This is an optimization exercise on Yosys and OpenROAD, whose aim is small area, a short achievable clock period and few clock cycles, not a production implementation.
RTL that was checked went through simulation tests only; none was proved equivalent to the original.
Power figures rest on the tool's default switching activity, not on a simulated workload.

## reuleaux
module reuleaux(input logic clk, input logic rst_n, input logic [2:0] colour,
                input logic [7:0] centre_x, input logic [6:0] centre_y, input logic [7:0] diameter,
                input logic start, output logic done,
                output logic [7:0] vga_x, output logic [6:0] vga_y,
                output logic [2:0] vga_colour, output logic vga_plot);
function automatic logic [6:0] e1f(input logic [7:0] d);
    e1f[0] = 256'h011337fc880113377eecc880113377feec880113377feecc80113377feecc880 >> d;
    e1f[1] = 256'h011337f0000113377fffffffeecc880000000113377fffffffeecc8800000000 >> d;
    e1f[2] = 256'h011337f0000113377ffffffffffffffffffffeecc88000000000000000000000 >> d;
    e1f[3] = 256'hfeecc80ffffeecc8800000000000000000000000000000000000000000000000 >> d;
    e1f[4] = 256'h0000000000000000000000000000000000000000000000000000000000000000 >> d;
    e1f[5] = 256'h0000000000000000000000000000000000000000000000000000000000000000 >> d;
    e1f[6] = 256'hfffffff000000000000000000000000000000000000000000000000000000000 >> d;
endfunction
function automatic logic [6:0] e3f(input logic [7:0] d);
  ...
Size: about 1400 cells after synthesis, roughly 110 flip-flops.
export LEC_CHECK = 0
export ABC_AREA = 1
export CAP_MARGIN = 20
export CORE_MARGIN = 2
export CORE_UTILIZATION = 40
export SLEW_MARGIN = 20
create_clock -name core_clock -period 20.0 [get_ports {clk}]
standard.sh (not shown) runs the stock make flow with config.mk's settings and CLKGATE_MAP_FILE= SYNTH_SCRIPT=/design/flow/synth_recipe.tcl, a recipe that flattens the netlist after the stock synthesis.
==> flow/flow/run.sh <==
#!/bin/bash
# The standard layout (the standard.sh: standard synthesis, then ORFS to
# finish), with one change: the buffers that ORFS puts on every input and
# output port are sky130_fd_sc_hd__buf_2 instead of the resizer's default pick.
set -euo pipefail
export BUFFER_PORTS_ARGS="-buffer_cell sky130_fd_sc_hd__buf_2"
bash standard.sh > standard.log 2>&1
Change:
--- a/flow/design.v
+++ b/flow/design.v
@@ -76,77 +76,76 @@
     x1r        <= x1w[7:0];
     x2r        <= x2w[7:0];
     f1         <= x2w[8];
     f2         <= !x1w[8];
     y1r        <= cy_r + {1'b0, d_r[7:2]} + e1f(d_r);
     y3r        <= cy_r - d_r[7:1] - {3'b0, d_r[7:4]} - e3f(d_r);
 end
 logic [7:0] ox;
 logic [6:0] oy;
 logic [8:0] crit;
 logic       ph;                   
 logic       swa;                  
-logic       swc;                  
 logic       swp;                  
 logic       wfin;                 
 logic       dec;                  
 logic [6:0] noy;
 logic [7:0] nox;
 logic [8:0] ncrit;
-logic       ndec, nstop, nswa, nswc;
+logic       ndec, nstop, nswa;
 logic [7:0] oyx;
 assign oyx = {1'b0, oy};
-assign swp = (swa & ge8({1'b0, y1r}, ox)) | swc;
+assign swp = (swa & ge8({1'b0, y1r}, ox)) | d_r[7] | (h == 7'd0);
 always_comb begin
     noy   = oy + 7'd1;
     ndec  = !(crit[8] || crit == 9'd0);
     nox   = ndec ? ox - 8'd1 : ox;
     ncrit = crit + {1'b0, oy, 1'b1} - (ndec ? {ox, 1'b0} : 9'd0);
     nstop = ge8({1'b0, noy}, nox);
-    if (!d_r[7] && h != 7'd0 && ge8(oyx, {1'b0, y1r}) && ge8(oyx, {1'b0, h})) nstop = 1'b1;
+    if (!d_r[7] && h != 7'd0 && swa && ge8(oyx, {1'b0, y1r})) nstop = 1'b1;
     nswa = swa | d_r[7] | ge8({1'b0, noy}, {1'b0, h});
-    nswc = swc | ge8({1'b0, h}, nox);
 end
 logic [7:0] p, q;
 assign p = ph ? {1'b0, oy} : ox;
 assign q = ph ? ox : {1'b0, oy};
 logic [5:0] ev;
 always_comb begin
     logic [8:0] s;
     logic wa, wb, q_le_h;
     logic a1, a2, a3p, a3m, u, tp, tm;
     logic [7:0] nh;
     nh      = ~{1'b0, h} + 8'd1;                  
     wa      = ge8(p, {1'b0, h}) & ge8({h, 1'b0}, p);
     wb      = ge8(p, {nh[6:0], 1'b0}) & ge8(nh, p);
     q_le_h  = ge8({1'b0, h}, q);
     s   = add8(x1r, p ^ {8{f2}}, f2);
     a1  = f1 & (f2 ? wa : wb) & lt160(s[7:0]);
     s   = add8(x2r, p ^ {8{!f1}}, !f1);
     a2  = f2 & (f1 ? wa : wb) & lt160(s[7:0]);
     s   = add8(cx_r, q, 1'b0); a3p = f1 & f2 & q_le_h & lt160(s[7:0]);
     s   = sub8(cx_r, q);       a3m = f1 & f2 & q_le_h & lt160(s[7:0]);
     u   = ge8({1'b0, y1r}, q) & (y1r[6:3] != 4'hf || q[7:3] != 5'd0 || q[2:0] > y1r[2:0]);
     s   = add8({1'b0, y3r}, p, 1'b0); tp = !s[8] & !s[7] & (s[6:0] < 7'd120) & ge8({1'b0, s[6:0]}, {1'b0, y1r});
     s   = sub8({1'b0, y3r}, p);       tm = s[8] & (s[6:0] < 7'd120) & ge8({1'b0, s[6:0]}, {1'b0, y1r});
-    ev[0] = a1 & u;      
-    ev[1] = a2 & u;      
-    ev[2] = a3p & tp;    
-    ev[3] = a3m & tp;    
-    ev[4] = a3m & tm;    
-    ev[5] = a3p & tm;    
+    ev[0] = a1 & u;                             
+    ev[1] = a2 & u & !(f1 & f2 & p == {1'b0, h});   
+    ev[2] = a3p & tp;                           
+    ev[3] = a3m & tp & (q != 8'd0);             
+    ev[4] = a3m & tm & (q != 8'd0);             
+    ev[5] = a3p & tm;                           
 end
 logic [5:0] mask, pick, rem;
 logic       mph, madv;            
-assign pick = mask & (~mask + 6'd1);
+assign pick = {mask[5] & ~|mask[4:0], mask[4] & ~|mask[3:0], mask[3] & ~|mask[2:0],
+               mask[2] & ~|mask[1:0], mask[1] & ~mask[0], mask[0]};
 assign rem  = mask & ~pick;
 logic [7:0] pox;
 logic [6:0] poy;
 assign pox = ox + {7'd0, madv & dec};
 assign poy = oy - {6'd0, madv};
 logic a12, selx1, xsub, sely3, ysub;
 assign a12   = |pick[1:0];
 assign selx1 = pick[0];
 assign xsub  = (pick[0] & f2) | (pick[1] & !f1) | pick[3] | pick[4];
 assign sely3 = ~a12;
 assign ysub  = a12 | pick[4] | pick[5];
 logic [7:0] px_c, px_o, py_o;
@@ -210,30 +209,28 @@
             end
         end
         endcase
     end
 end
 always_ff @(posedge clk) begin
     if (st == S_SETUP) begin
         ox   <= d_r;
         oy   <= 7'd0;
         crit <= 9'd1 - {1'b0, d_r};
         ph   <= 1'b0;
         swa  <= d_r[7] || d_r[7:1] == 7'd0;
-        swc  <= d_r[7:1] == 7'd0;
     end else if (load) begin
         mph  <= ph;
         madv <= adv;
         if (adv) begin
             ox   <= nox;
             oy   <= noy;
             crit <= ncrit;
             dec  <= ndec;
             swa  <= nswa;
-            swc  <= nswc;
             ph   <= 1'b0;
         end else begin
             ph   <= 1'b1;
         end
     end
 end
 endmodule
After rerunning: Critical path depth stays the same; design area fell by 4.3%; count of clock-buffer cells in the layout fell by 10; sequential power barely changes; utilization fell by 0.66 points; synthesized cell count fell by 6.0%; register-to-register slack barely changes; worst setup slack is better by 0.046 ns; total power fell by 11%; clock power fell by about 40%; sequential cell count fell by 1; maximum frequency rose by 0.95%.
Testbench counts after the change, summed over its fixed seeds: cycles 14,257.
No functional check of the RTL was part of the first run of this note.

---

R:
The RTL this note starts from:
==> flow/design.v <==
module reuleaux(input logic clk, input logic rst_n, input logic [2:0] colour,
                input logic [7:0] centre_x, input logic [6:0] centre_y, input logic [7:0] diameter,
                input logic start, output logic done,
                output logic [7:0] vga_x, output logic [6:0] vga_y,
                output logic [2:0] vga_colour, output logic vga_plot);
function automatic logic [6:0] q1f(input logic [7:0] d);
    q1f[0] = 256'hf1e3c70c78f1e3c78e1c3870e1c3870e1c78f1e3c78f1e3c70e1c3870e1c3870 >> d;
    q1f[1] = 256'hfe03f8007f01fc07f01fc07f01fc07f01f80fe03f80fe03f80fe03f80fe03f80 >> d;
    q1f[2] = 256'hfffc00007ffe0007ffe0007ffe0007ffe000fffc000fffc000fffc000fffc000 >> d;
    q1f[3] = 256'h000000007ffffff80000007ffffff8000000fffffff0000000fffffff0000000 >> d;
    q1f[4] = 256'h000000007fffffffffffff80000000000000ffffffffffffff00000000000000 >> d;
    q1f[5] = 256'h000000007fffffffffffffffffffffffffff0000000000000000000000000000 >> d;
    q1f[6] = 256'h0000000f80000000000000000000000000000000000000000000000000000000 >> d;
endfunction
function automatic logic [6:0] q3f(input logic [7:0] d);
    q3f[0] = 256'h4c9b3669b366cd93264c9b366cd93264c9b24c9b366cd93264c9b366cd93264c >> d;
    q3f[1] = 256'h70e3c781c3870e1c3870e3c78f1e3c78f1c070e3c78f1e3c78f1c3870e1c3870 >> d;
    q3f[2] = 256'h7f03f801fc07f01fc07f03f80fe03f80fe007f03f80fe03f80fe03f80fe03f80 >> d;
    q3f[3] = 256'h7ffc0001fff8001fff8003fff0003fff00007ffc000fffc000fffc000fffc000 >> d;
    q3f[4] = 256'h80000001ffffffe0000003ffffffc00000007ffffff0000000fffffff0000000 >> d;
    q3f[5] = 256'h00000001fffffffffffffc000000000000007fffffffffffff00000000000000 >> d;
    q3f[6] = 256'h0000000e00000000000000000000000000038000000000000000000000000000 >> d;
endfunction
function automatic logic [8:0] add8(input logic [7:0] a, input logic [7:0] b, input logic cin);
    logic c;
    logic [8:0] s;
    c = cin;
    for (int i = 0; i < 8; i++) begin
        s[i] = a[i] ^ b[i] ^ c;
        c    = (a[i] & b[i]) | (a[i] & c) | (b[i] & c);
    end
    s[8] = c;
    add8 = s;
endfunction
function automatic logic [8:0] sub8(input logic [7:0] a, input logic [7:0] b);
    sub8 = add8(a, ~b, 1'b1);
endfunction
function automatic logic ge8(input logic [7:0] a, input logic [7:0] b);
    logic c;
    c = 1'b1;
    for (int i = 0; i < 8; i++) c = (a[i] & ~b[i]) | (a[i] & c) | (~b[i] & c);
    ge8 = c;
endfunction
function automatic logic ge_sum(input logic [8:0] a, input logic [8:0] b, input logic [8:0] c,
                                input logic cin);
    logic [8:0] t, k;
    logic cy;
    t  = a ^ b ^ c;
    k  = (a & b) | (a & c) | (b & c);
    cy = (t[0] & cin);
    for (int i = 1; i < 9; i++) cy = (t[i] & k[i-1]) | (t[i] & cy) | (k[i-1] & cy);
    ge_sum = k[8] | cy;
endfunction
function automatic logic lt160(input logic [7:0] x);
    lt160 = !(x[7] && (x[6] || x[5]));
endfunction
localparam logic [1:0] S_IDLE = 2'd0, S_SETUP = 2'd1, S_RUN = 2'd2, S_DONE = 2'd3;
logic [1:0] st;
logic [7:0] cx_r, d_r;
logic [6:0] cy_r;
logic [7:0] x1r, x2r;             
logic       f1, f2;               
logic [6:0] y1r, y3r;             
logic [6:0] h;
logic [8:0] x1w, x2w;
assign h   = d_r[7:1];
assign x1w = add8(cx_r, {1'b0, h}, 1'b0);
assign x2w = sub8(cx_r, {1'b0, h});
logic f1_now;
assign f1_now = x2w[8];
always_ff @(posedge clk) begin
    cx_r       <= centre_x;
    cy_r       <= centre_y;
    d_r        <= diameter;
    vga_colour <= colour;
    x1r        <= x1w[7:0];
    x2r        <= x2w[7:0];
    f1         <= x2w[8];
    f2         <= !x1w[8];
    y1r        <= cy_r + q1f(d_r);
    y3r        <= cy_r - q3f(d_r);
end
logic [7:0] ox;
logic [6:0] oy;
logic [8:0] crit;
logic       ph;                   
logic       swp;                  
logic       wfin;                 
logic       dec;                  
logic [6:0] noy;
logic [7:0] nox;
logic [8:0] ncrit;
logic       ndec, nstop, nswp;
always_comb begin
    logic [8:0] ca, cb;
    logic sa, sb;
    noy  = oy + 7'd1;
    ndec = !(crit[8] || crit == 9'd0);
    nox  = ndec ? ox - 8'd1 : ox;
    ca   = crit + {1'b0, oy, 1'b1};
    cb   = crit + {1'b0, oy, 1'b1} - {ox, 1'b0};
    ncrit = ndec ? cb : ca;
    sa   = ge8({1'b0, noy}, ox);
    sb   = (ox != 8'd0) && ge_sum({2'b0, noy}, 9'd1, {1'b1, ~ox}, 1'b1);    
    nstop = ndec ? sb : sa;
    nswp = swp | d_r[7] | ge_sum({2'b0, oy}, 9'd1, {2'b11, ~h}, 1'b1)     
               | ge_sum({2'b0, h}, 9'd1, {1'b1, ~ox}, 1'b1);               
end
logic [7:0] p, q;
assign p = ph ? {1'b0, oy} : ox;
assign q = ph ? ox : {1'b0, oy};
logic [5:0] ev;
always_comb begin
    logic [8:0] s, r;
    logic p_ge_h, p_le_2h, wa, wb, q_le_h;
    logic a1, a2, a3p, a3m, u, tp, tm;
    r       = sub8(p, {1'b0, h});
    p_ge_h  = r[8];
    p_le_2h = ge8({h, 1'b0}, p);
    wa      = p_ge_h & p_le_2h;
    s       = add8(p, {h, 1'b0}, 1'b0);       
    r       = add8(p, {1'b0, h}, 1'b0);       
    wb      = s[8] & (!r[8] || r[7:0] == 8'd0);
    r       = sub8(q, {1'b0, h});
    q_le_h  = !r[8] || r[7:0] == 8'd0;
    s   = f2 ? sub8(x1r, p) : add8(x1r, p, 1'b0);
    a1  = f1 & (f2 ? wa : wb) & lt160(s[7:0]);
    s   = f1 ? add8(x2r, p, 1'b0) : sub8(x2r, p);
    a2  = f2 & (f1 ? wa : wb) & lt160(s[7:0]);
    s   = add8(cx_r, q, 1'b0); a3p = f1 & f2 & q_le_h & lt160(s[7:0]);
    s   = sub8(cx_r, q);       a3m = f1 & f2 & q_le_h & lt160(s[7:0]);
    s   = sub8({1'b0, y1r}, q); u = s[8] & (s[6:0] < 7'd120);
    s   = add8({1'b0, y3r}, p, 1'b0); tp = !s[8] & !s[7] & (s[6:0] < 7'd120) & ge8({1'b0, s[6:0]}, {1'b0, y1r});
    s   = sub8({1'b0, y3r}, p);       tm = s[8] & (s[6:0] < 7'd120) & ge8({1'b0, s[6:0]}, {1'b0, y1r});
    ev[0] = a1 & u;      
    ev[1] = a2 & u;      
    ev[2] = a3p & tp;    
    ev[3] = a3m & tp;    
    ev[4] = a3m & tm;    
    ev[5] = a3p & tm;    
end
logic [5:0] mask, pick, rem;
logic       mph, madv;            
assign pick = mask & (~mask + 6'd1);
assign rem  = mask & ~pick;
logic [7:0] pox, pp, pq;
logic [6:0] poy;
assign pox = ox + {7'd0, madv & dec};
assign poy = oy - {6'd0, madv};
assign pp  = mph ? {1'b0, poy} : pox;
assign pq  = mph ? pox : {1'b0, poy};
logic a12, selx1, xsub, sely3, ysub;
assign a12   = |pick[1:0];
assign selx1 = pick[0];
assign xsub  = (pick[0] & f2) | (pick[1] & !f1) | pick[3] | pick[4];
assign sely3 = ~a12;
assign ysub  = a12 | pick[4] | pick[5];
logic [7:0] px_c, px_o, py_o;
logic [6:0] py_c;
logic [8:0] pxs, pys;
always_comb begin
    px_c = selx1 ? x1r : pick[1] ? x2r : cx_r;
    px_o = a12 ? pp : pq;
    py_c = sely3 ? y3r : y1r;
    py_o = a12 ? pq : pp;
    pxs  = {1'b0, px_c} + {1'b0, px_o ^ {8{xsub}}} + {8'd0, xsub};
    pys  = {2'b0, py_c} + {1'b0, py_o ^ {8{ysub}}} + {8'd0, ysub};
end
logic load, adv;
assign load = (rem == 6'd0) && !wfin;
assign adv  = ph || !swp;
always_ff @(posedge clk) begin
    vga_x <= pxs[7:0];
    vga_y <= pys[6:0];
    if (!rst_n) begin
        st       <= S_IDLE;
        done     <= 1'b0;
        vga_plot <= 1'b0;
        mask     <= 6'd0;
        wfin     <= 1'b1;
    end else begin
        case (st)
        S_IDLE: begin
            vga_plot <= 1'b0;
            mask     <= 6'd0;
            wfin     <= 1'b1;
            if (start) st <= S_SETUP;
        end
        S_SETUP: begin
            if (!f1_now && !d_r[7]) begin
                st   <= S_DONE;
                done <= 1'b1;
            end else begin
                st   <= S_RUN;
                wfin <= 1'b0;
            end
        end
        S_RUN: begin
            vga_plot <= |mask;
            if (load) begin
                mask <= ev;
                if (adv) wfin <= nstop;
            end else begin
                mask <= rem;
            end
            if (wfin && mask == 6'd0) begin
                st   <= S_DONE;
                done <= 1'b1;
            end
        end
        S_DONE: begin
            vga_plot <= 1'b0;
            if (!start) begin
                st   <= S_IDLE;
                done <= 1'b0;
            end
        end
        endcase
    end
end
always_ff @(posedge clk) begin
    if (st == S_SETUP) begin
        ox   <= d_r;
        oy   <= 7'd0;
        crit <= 9'd1 - {1'b0, d_r};
        ph   <= 1'b0;
        swp  <= d_r[7] || d_r[7:1] == 7'd0;
    end else if (load) begin
        mph  <= ph;
        madv <= adv;
        if (adv) begin
            ox   <= nox;
            oy   <= noy;
            crit <= ncrit;
            dec  <= ndec;
            swp  <= nswp;
            ph   <= 1'b0;
        end else begin
            ph   <= 1'b1;
        end
    end
end
endmodule
Settings: LEC_CHECK=0, ABC_AREA=1, CAP_MARGIN=20, CORE_MARGIN=2, CORE_UTILIZATION=40, SLEW_MARGIN=20; clock period 20.0 ns.
Scripts as last shown in full above: flow/flow/run.sh
Edits applied to the flow inputs when going from R to P:
diff --git a/flow/design.v b/flow/design.v
--- a/flow/design.v
+++ b/flow/design.v
@@ -83,15 +83,20 @@
 logic [7:0] ox;
 logic [6:0] oy;
 logic [8:0] crit;
 logic       ph;                   
+logic       swa;                  
+logic       swc;                  
 logic       swp;                  
 logic       wfin;                 
 logic       dec;                  
 logic [6:0] noy;
 logic [7:0] nox;
 logic [8:0] ncrit;
-logic       ndec, nstop, nswp;
+logic       ndec, nstop, nswa, nswc;
+logic [7:0] oyx;
+assign oyx = {1'b0, oy};
+assign swp = (swa & ge8({1'b0, y1r}, ox)) | swc;
 always_comb begin
     logic [8:0] ca, cb;
     logic sa, sb;
     noy  = oy + 7'd1;
@@ -102,10 +107,11 @@
     ncrit = ndec ? cb : ca;
     sa   = ge8({1'b0, noy}, ox);
     sb   = (ox != 8'd0) && ge_sum({2'b0, noy}, 9'd1, {1'b1, ~ox}, 1'b1);    
     nstop = ndec ? sb : sa;
-    nswp = swp | d_r[7] | ge_sum({2'b0, oy}, 9'd1, {2'b11, ~h}, 1'b1)     
-               | ge_sum({2'b0, h}, 9'd1, {1'b1, ~ox}, 1'b1);               
+    if (!d_r[7] && h != 7'd0 && ge8(oyx, {1'b0, y1r}) && ge8(oyx, {1'b0, h})) nstop = 1'b1;
+    nswa = swa | d_r[7] | ge_sum({2'b0, oy}, 9'd1, {2'b11, ~h}, 1'b1);    
+    nswc = swc | ge_sum({2'b0, h}, 9'd1, {1'b1, ~ox}, 1'b1);             
 end
 logic [7:0] p, q;
 assign p = ph ? {1'b0, oy} : ox;
 assign q = ph ? ox : {1'b0, oy};
@@ -223,18 +229,20 @@
         ox   <= d_r;
         oy   <= 7'd0;
         crit <= 9'd1 - {1'b0, d_r};
         ph   <= 1'b0;
-        swp  <= d_r[7] || d_r[7:1] == 7'd0;
+        swa  <= d_r[7] || d_r[7:1] == 7'd0;
+        swc  <= d_r[7:1] == 7'd0;
     end else if (load) begin
         mph  <= ph;
         madv <= adv;
         if (adv) begin
             ox   <= nox;
             oy   <= noy;
             crit <= ncrit;
             dec  <= ndec;
-            swp  <= nswp;
+            swa  <= nswa;
+            swc  <= nswc;
             ph   <= 1'b0;
         end else begin
             ph   <= 1'b1;
         end
### Flow results
P vs. R: global-route wire length before repair higher, die footprint higher. Between R and P, net switching component of the power increased. P ends up with a synthesized area divided by synthesized cell count that is 1.3% lower than in R. P against R: final layout net count saw an increase; post-layout instance area rose by 440 sq um; routed length on met2 grew by about 4%. Routed wire length: P > R. Share of the clock period used by the worst path, P and R: smaller value in R.
Testbench counts of P, summed over its fixed seeds: cycles 14,429.
No functional check of the RTL was part of R.

re-timing with driven ports:
No port has a modelled driver above. Below, the same layouts with a new extraction and two added sets of constraints.
Step 1 assumes that a clkbuf_16 drives the clock port and a buf_2 every other input.
Step 2 adds t to the input delays and takes it off the output delays; t is the mean of the earliest and latest rising clock arrival at the registers after step 1. Input paths then give back, and output paths get back, about the clock's delay inside the block.
Three values: ideal, step 1, step 2; two values: the first two.
run	t (ns)	setup slack, ns	worst setup path after step 2	worst register clock-pin slew, ns	worst slew at a driven data input, ns
the first run of note 1	0.470	15.119 / 15.071 / 15.105	input to register	0.06 / 0.06	0.03
the second run of note 1	0.411	15.165 / 15.117 / 15.095	input to register	0.09 / 0.09	0.03
R	0.416	15.153 / 15.103 / 15.096	input to register	0.08 / 0.08	0.03
P	0.466	15.097 / 15.054 / 15.141	register to register	0.06 / 0.06	0.03
After both steps every run listed still meets setup and hold. For the second run of note 1, which loses most, drivers alone change the setup slack by -0.048 ns; drivers and shift together by -0.070 ns.
